This design comes from an exercise in tuning for small area, a short achievable clock period and few clock cycles on the open sky130 flow, not from production work. At most, simulation tests tie the RTL to the original design; equivalence was not proved. No activity file was given, so power comes from the tool's default toggle rates.

R:
==> flow/design.v <==
module circle_control(input logic clk, input logic rst_n, input logic [2:0] colour,
                      input logic [7:0] centre_x, input logic [6:0] centre_y, input logic [7:0] diameter,
                      input logic start, output logic done,
                      output logic [7:0] vga_x, output logic [6:0] vga_y,
                      output logic [2:0] vga_colour, output logic vga_plot);
     function automatic logic [9:0] fadd(input logic [9:0] x, input logic [9:0] y, input logic c);
          logic [9:0] p, g, gg, pp;
          p = x ^ y;
          g = x & y;
          g[0] = g[0] | (p[0] & c);
          pp = p;
          for (int l = 0; l < 4; l++) begin
               for (int i = 9; i >= 0; i--) begin
                    if (((i >> l) & 1) == 1) begin
                         g[i]  = g[i] | (pp[i] & g[((i >> l) << l) - 1]);
                         pp[i] = pp[i] & pp[((i >> l) << l) - 1];
                    end
               end
          end
          fadd[0] = p[0] ^ c;
          for (int i = 1; i < 10; i++) fadd[i] = p[i] ^ g[i - 1];
     endfunction
     function automatic logic fcmp(input logic [7:0] x, input logic [7:0] y, input logic c);
          logic [9:0] s;
          s = fadd({2'b00, x}, {2'b00, ~y}, c);
          fcmp = s[8];
     endfunction
     function automatic logic [18:0] fadd19(input logic [18:0] x, input logic [18:0] y);
          logic [18:0] p, g, pp;
          p = x ^ y;
          g = x & y;
          pp = p;
          for (int l = 0; l < 5; l++) begin
               for (int i = 18; i >= 0; i--) begin
                    if (((i >> l) & 1) == 1) begin
                         g[i]  = g[i] | (pp[i] & g[((i >> l) << l) - 1]);
                         pp[i] = pp[i] & pp[((i >> l) << l) - 1];
                    end
               end
          end
          fadd19[0] = p[0];
          for (int i = 1; i < 19; i++) fadd19[i] = p[i] ^ g[i - 1];
     endfunction
     function automatic logic [37:0] csa19(input logic [18:0] x, input logic [18:0] y, input logic [18:0] z);
          logic [18:0] sm, cy;
          sm = x ^ y ^ z;
          cy = ((x & y) | (x & z) | (y & z)) << 1;
          csa19 = {cy, sm};
     endfunction
     logic start_r, start_rr;
     logic [7:0] d_r, cx_r;
     always_ff @(posedge clk) begin
          start_r    <= start;
          start_rr   <= start_r;
          d_r        <= diameter;
          cx_r       <= centre_x;
          vga_colour <= colour;
     end
     logic [18:0] dz, m6, m3, s296_c;
     assign dz     = {11'd0, d_r};
     assign s296_c = (dz << 8) + (dz << 5) + (dz << 3);
     logic [6:0] dh_c;                                
     assign dh_c = d_r[7:1] + {6'd0, d_r[0]};
     logic [9:0] x1_c, x2_c;
     assign x1_c = fadd({2'b00, cx_r}, {3'b000, dh_c}, 1'b0);
     assign x2_c = fadd({2'b00, cx_r}, ~{3'b000, dh_c}, 1'b1);
     logic [13:0] s296;    
     logic [6:0] dh;       
     assign dh = dh_c;
     logic       d0;       
     logic       d1;       
     logic [8:0] x1;       
     logic [7:0] x2;       
     logic       en2;      
     always_ff @(posedge clk) begin
          s296 <= s296_c[16:3];
          d0  <= (d_r == 8'd0);
          d1  <= (d_r == 8'd1);
          x1  <= x1_c[8:0];
          x2  <= x2_c[7:0];
          en2 <= !x2_c[9] && (cx_r != 8'd0);
     end
     assign m6 = {2'b00, s296, 3'b000} + dz + 19'd510;
     assign m3 = {s296, 5'b00000} + dz + 19'd1019;
     logic [6:0] k6;
     logic [7:0] k3;
     assign k6 = m6[16:10];
     assign k3 = m3[18:11];
     logic [9:0] y1_c, y3_c;
     assign y1_c = fadd({3'b000, centre_y}, {3'b000, k6}, 1'b0);
     assign y3_c = fadd({3'b000, centre_y}, ~{2'b00, k3}, 1'b1);
     logic [7:0] y1;       
     logic [6:0] y3;       
     logic       en3;      
     always_ff @(posedge clk) begin
          y1  <= y1_c[7:0];
          y3  <= y3_c[6:0];
          en3 <= !y3_c[9];
     end
     logic [7:0] ox, oy;
     logic [9:0] crit;      
     logic [8:0] dd;        
     logic [9:0] cx10, y110, y310;
     assign cx10 = {2'b00, cx_r};
     assign y110 = {2'b00, y1};
     assign y310 = {3'b000, y3};
     logic [9:0] ox10, oy10;
     assign ox10 = {2'b00, ox};
     assign oy10 = {2'b00, oy};
     logic [9:0] xa1, xb1, xa2, xb2, x3a, x3b, ya, yb, y3x;
     assign xa1 = fadd({1'b0, x1}, ~ox10, 1'b1);
     assign xb1 = fadd({1'b0, x1}, ~oy10, 1'b1);
     assign xa2 = fadd({2'b00, x2}, ox10, 1'b0);
     assign xb2 = fadd({2'b00, x2}, oy10, 1'b0);
     assign x3a = fadd(d0 ? y110 : cx10, oy10, 1'b0);        
     assign x3b = fadd(cx10, ~oy10, 1'b1);
     assign ya  = fadd(y110, ~oy10, 1'b1);
     assign yb  = fadd(y110, ~ox10, 1'b1);
     assign y3x = fadd(y310, ox10, 1'b0);
     function automatic logic in159(input logic [9:0] v);    
          in159 = !v[9] && (v[8:0] != 9'd0) && (v[8:0] <= 9'd159);
     endfunction
     function automatic logic in119(input logic [9:0] v);    
          in119 = !v[9] && (v[8:0] != 9'd0) && (v[8:0] <= 9'd119);
     endfunction
     logic eq, ax, oxgt, oygt, oyge, oxk;
     assign eq   = (dd == 9'd0);
     assign ax   = (oy == 8'd0);
     assign oxgt = !(d1 || (d0 && ax));
     assign oygt = fcmp(oy, {1'b0, dh}, 1'b0);
     assign oyge = fcmp(oy, {1'b0, dh}, 1'b1);
     logic [9:0] ks, kc, kd;
     assign ks   = y310 ^ ox10 ^ ~y110;
     assign kc   = ((y310 & ox10) | (y310 & ~y110) | (ox10 & ~y110)) << 1;
     assign kd   = fadd(ks, kc, 1'b0);
     assign oxk  = !kd[9];
     logic ya_ok, yb_ok, y3x_ok;
     assign ya_ok  = in119(ya);
     assign yb_ok  = in119(yb);
     assign y3x_ok = en3 && (y3x <= 10'd99) && oxk;
     logic [6:0] cand;
     assign cand[0] = in159(xa1) && oxgt && ya_ok;
     assign cand[1] = in159(xb1) && oygt && yb_ok && !eq;
     assign cand[2] = en2 && (xa2 <= 10'd159) && ya_ok && !(eq && !ax);
     assign cand[3] = en2 && (xb2 <= 10'd159) && oyge && yb_ok && !ax;
     assign cand[4] = (x3a <= 10'd159) && (x3a != 10'd0) && y3x_ok;
     assign cand[5] = in159(x3b) && y3x_ok && !ax;
     assign cand[6] = d0 && !ax && !xa1[9] && (xa1 != 10'd0) && (x3a <= 10'd99);
     logic cpos, lval;
     assign cpos = !crit[9];
     assign lval = dd[8] || eq;                       
     logic [9:0] c1, c2;
     assign c1 = fadd(crit, {1'b0, oy, 1'b1}, 1'b0);                        
     assign c2 = fadd(crit, {dd, 1'b1}, 1'b0);                             
     logic [6:0] cr;        
     logic [7:0] oxc, oyc;
     logic busy;
     logic [6:0] sel;       
     assign sel = cr & ~{cr[5:0] | {cr[4:0], 1'b0} | {cr[3:0], 2'b0} | {cr[2:0], 3'b0} |
                         {cr[1:0], 4'b0} | {cr[0], 5'b0}, 1'b0};
     logic adv;
     assign adv = ((cr & ~sel) == 7'd0);
     logic [9:0] pxa, pxb, pxc, pya, pyc;
     logic       sc;                                  
     assign sc  = !cr[4];
     assign pxa = fadd({2'b00, ~x1[7:0]}, {2'b00, cr[0] ? oxc : oyc}, 1'b0);           
     assign pxb = fadd({2'b00, x2}, {2'b00, cr[2] ? oxc : oyc}, 1'b0);                 
     assign pxc = fadd({2'b00, cx_r ^ {8{sc}}}, {2'b00, (cr[4] | cr[5]) ? oyc : oxc}, 1'b0);  
     assign pya = fadd({2'b00, ~y1}, {2'b00, (cr[0] | (!cr[1] & cr[2])) ? oyc : oxc}, 1'b0);  
     assign pyc = fadd({3'b000, y3}, {2'b00, (cr[4] | cr[5]) ? oxc : oyc}, 1'b0);    
     logic ga, gb;
     assign ga = cr[0] | cr[1];
     assign gb = cr[2] | cr[3];
     logic [7:0] px;
     logic [6:0] py;
     assign px = ga ? ~pxa[7:0] : gb ? pxb[7:0] : (pxc[7:0] ^ {8{sc}});
     assign py = (ga | gb) ? ~pya[6:0] : pyc[6:0];
     always_ff @(posedge clk) begin
          if (!start_r) begin
               ox   <= d_r;
               oy   <= 8'd0;
               crit <= 10'd0 - {2'b00, d_r};
               dd   <= 9'd0 - {1'b0, d_r};
          end else if (!start_rr || (busy && adv && lval)) begin
               ox   <= cpos ? ox - 8'd1 : ox;
               oy   <= oy + 8'd1;
               crit <= cpos ? c2 : c1;
               dd   <= (d0 && ax) ? 9'h102 : dd + (cpos ? 9'd2 : 9'd1);
          end
          if (!start_rr) begin
               cr   <= cand;
               oxc  <= ox;
               oyc  <= oy;
               busy <= 1'b1;
          end else if (busy) begin
               if (adv) begin
                    cr   <= cand;
                    oxc  <= ox;
                    oyc  <= oy;
                    busy <= lval;
               end else begin
                    cr <= cr & ~sel;
               end
          end
          vga_x    <= px;
          vga_y    <= py;
          vga_plot <= rst_n && start && start_rr && busy && (cr != 7'd0);
          if (!rst_n || !start) done <= 1'b0;
          else if (start_rr && busy && adv && !lval) done <= 1'b1;
     end
endmodule
module reuleaux(input logic clk, input logic rst_n, input logic [2:0] colour,
                input logic [7:0] centre_x, input logic [6:0] centre_y, input logic [7:0] diameter,
                input logic start, output logic done,
                output logic [7:0] vga_x, output logic [6:0] vga_y,
                output logic [2:0] vga_colour, output logic vga_plot);
     circle_control u_ctl(.clk(clk), .rst_n(rst_n), .colour(colour), .centre_x(centre_x),
                          .centre_y(centre_y), .diameter(diameter), .start(start), .done(done),
                          .vga_x(vga_x), .vga_y(vga_y), .vga_colour(vga_colour), .vga_plot(vga_plot));
endmodule
clock: 10.0 ns
lec_check: 0
cap_margin: 20
core_margin: 2
core_utilization: 40
slew_margin: 20
run.sh (not shown) runs the stock make flow with config.mk's settings and CLKGATE_MAP_FILE= SYNTH_SCRIPT=/design/flow/synth_recipe.tcl, a recipe that flattens the netlist after the stock synthesis.
## Diff of input files: Q against R
diff --git a/flow/design.v b/flow/design.v
--- a/flow/design.v
+++ b/flow/design.v
@@ -56,15 +56,19 @@
           cx_r       <= centre_x;
           vga_colour <= colour;
      end
-     logic [18:0] dz, m6, m3, s296_c;
-     assign dz     = {11'd0, d_r};
-     assign s296_c = (dz << 8) + (dz << 5) + (dz << 3);
+     logic [18:0] dz, m6, m3;
+     logic [18:0] s296;
+     assign dz   = {11'd0, d_r};
+     assign s296 = (dz << 8) + (dz << 5) + (dz << 3);
+     assign m6   = s296 + dz + 19'd510;
+     assign m3   = (s296 << 2) + dz + 19'd1019;
      logic [6:0] dh_c;                                
      assign dh_c = d_r[7:1] + {6'd0, d_r[0]};
      logic [9:0] x1_c, x2_c;
      assign x1_c = fadd({2'b00, cx_r}, {3'b000, dh_c}, 1'b0);
      assign x2_c = fadd({2'b00, cx_r}, ~{3'b000, dh_c}, 1'b1);
-     logic [13:0] s296;    
+     logic [6:0] k6;
+     logic [7:0] k3;
      logic [6:0] dh;       
      assign dh = dh_c;
      logic       d0;       
@@ -73,19 +77,14 @@
      logic [7:0] x2;       
      logic       en2;      
      always_ff @(posedge clk) begin
-          s296 <= s296_c[16:3];
+          k6  <= m6[16:10];
+          k3  <= m3[18:11];
           d0  <= (d_r == 8'd0);
           d1  <= (d_r == 8'd1);
           x1  <= x1_c[8:0];
           x2  <= x2_c[7:0];
           en2 <= !x2_c[9] && (cx_r != 8'd0);
      end
-     assign m6 = {2'b00, s296, 3'b000} + dz + 19'd510;
-     assign m3 = {s296, 5'b00000} + dz + 19'd1019;
-     logic [6:0] k6;
-     logic [7:0] k3;
-     assign k6 = m6[16:10];
-     assign k3 = m3[18:11];
      logic [9:0] y1_c, y3_c;
      assign y1_c = fadd({3'b000, centre_y}, {3'b000, k6}, 1'b0);
      assign y3_c = fadd({3'b000, centre_y}, ~{2'b00, k3}, 1'b1);
@@ -160,21 +159,19 @@
                          {cr[1:0], 4'b0} | {cr[0], 5'b0}, 1'b0};
      logic adv;
      assign adv = ((cr & ~sel) == 7'd0);
-     logic [9:0] pxa, pxb, pxc, pya, pyc;
-     logic       sc;                                  
-     assign sc  = !cr[4];
-     assign pxa = fadd({2'b00, ~x1[7:0]}, {2'b00, cr[0] ? oxc : oyc}, 1'b0);           
-     assign pxb = fadd({2'b00, x2}, {2'b00, cr[2] ? oxc : oyc}, 1'b0);                 
-     assign pxc = fadd({2'b00, cx_r ^ {8{sc}}}, {2'b00, (cr[4] | cr[5]) ? oyc : oxc}, 1'b0);  
-     assign pya = fadd({2'b00, ~y1}, {2'b00, (cr[0] | (!cr[1] & cr[2])) ? oyc : oxc}, 1'b0);  
-     assign pyc = fadd({3'b000, y3}, {2'b00, (cr[4] | cr[5]) ? oxc : oyc}, 1'b0);    
-     logic ga, gb;
-     assign ga = cr[0] | cr[1];
-     assign gb = cr[2] | cr[3];
-     logic [7:0] px;
-     logic [6:0] py;
-     assign px = ga ? ~pxa[7:0] : gb ? pxb[7:0] : (pxc[7:0] ^ {8{sc}});
-     assign py = (ga | gb) ? ~pya[6:0] : pyc[6:0];
+     logic [7:0] xbase, xoff, ybase, yoff;
+     logic xs, ys, uox;
+     assign uox   = sel[0] | sel[2] | sel[6];           
+     assign xs    = sel[0] | sel[1] | sel[5] | sel[6];
+     assign ys    = sel[0] | sel[1] | sel[2] | sel[3];
+     assign xbase = ({8{sel[0] | sel[1]}} & x1[7:0]) | ({8{sel[2] | sel[3]}} & x2) |
+                    ({8{sel[4] | sel[5] | sel[6]}} & cx_r);
+     assign ybase = ys ? y1 : {1'b0, y3};
+     assign xoff  = uox ? oxc : oyc;
+     assign yoff  = uox ? oyc : oxc;
+     logic [9:0] pxs, pys;
+     assign pxs = fadd({2'b00, xbase ^ {8{xs}}}, {2'b00, xoff}, 1'b0);
+     assign pys = fadd({2'b00, ybase ^ {8{ys}}}, {2'b00, yoff}, 1'b0);
      always_ff @(posedge clk) begin
           if (!start_r) begin
                ox   <= d_r;
@@ -202,8 +199,8 @@
                     cr <= cr & ~sel;
                end
           end
-          vga_x    <= px;
-          vga_y    <= py;
+          vga_x    <= pxs[7:0] ^ {8{xs}};
+          vga_y    <= pys[6:0] ^ {7{ys}};
           vga_plot <= rst_n && start && start_rr && busy && (cr != 7'd0);
           if (!rst_n || !start) done <= 1'b0;
           else if (start_rr && busy && adv && !lval) done <= 1'b1;
Findings:
- Q finished end to end and its layout was clean on timing, DRC and antenna.
- Compared with R, Q shows a share of total power consumed by net switching that is 0.32 points lower.
- R → Q: critical path depth went down by 7, area growth from synthesis to final layout went up by 0.96 points, proportion of power drawn by the clock network went up by 0.4 points, register share of the cell area went up by 1.4 points, routed wire length went down by 4.2%.
- Q vs R, instance count: Q lower
- Diff R and Q: per-instance average area after synthesis higher in Q
- Changes observed in Q relative to R: global-route track usage on met3 has decreased, post-cts resize count closely matched the old numbers, total number of vias now smaller, net count after synthesis shows a reduction of 106.
- Adder and majority gate portion of the synthesized area (higher): R
Testbench counts of Q, summed over its fixed seeds: cycles 17,484.
The RTL of R was laid out without a check of its function.

## afterwards: timing with drivers on the ports
In the flow no input, the clock included, has a driving cell. The finished layouts below were timed again as built, in two steps.
Step 1 sets driving cells, clkbuf_16 on the clock port and buf_2 on the other inputs (assumed; they add their load-dependent delay and slew).
Step 2 adds t to the input delays and takes it off the output delays; t is the mean of the earliest and latest rising clock arrival at the registers after step 1. Input paths then give back, and output paths get back, about the clock's delay inside the block.
Three values: no drivers, after step 1, after step 2; two values: the first two.
run	t (ns)	setup slack, ns	worst setup path after step 2	slew at the worst register clock pin (ns)
R	0.482	5.935 / 5.935 / 5.796	input to register	0.08 / 0.08
Q	0.476	5.932 / 5.932 / 5.878	input to register	0.07 / 0.07
After both steps every run listed still meets setup and hold. For R, which loses most, drivers alone change the setup slack by 0.000 ns; drivers and shift together by -0.139 ns.
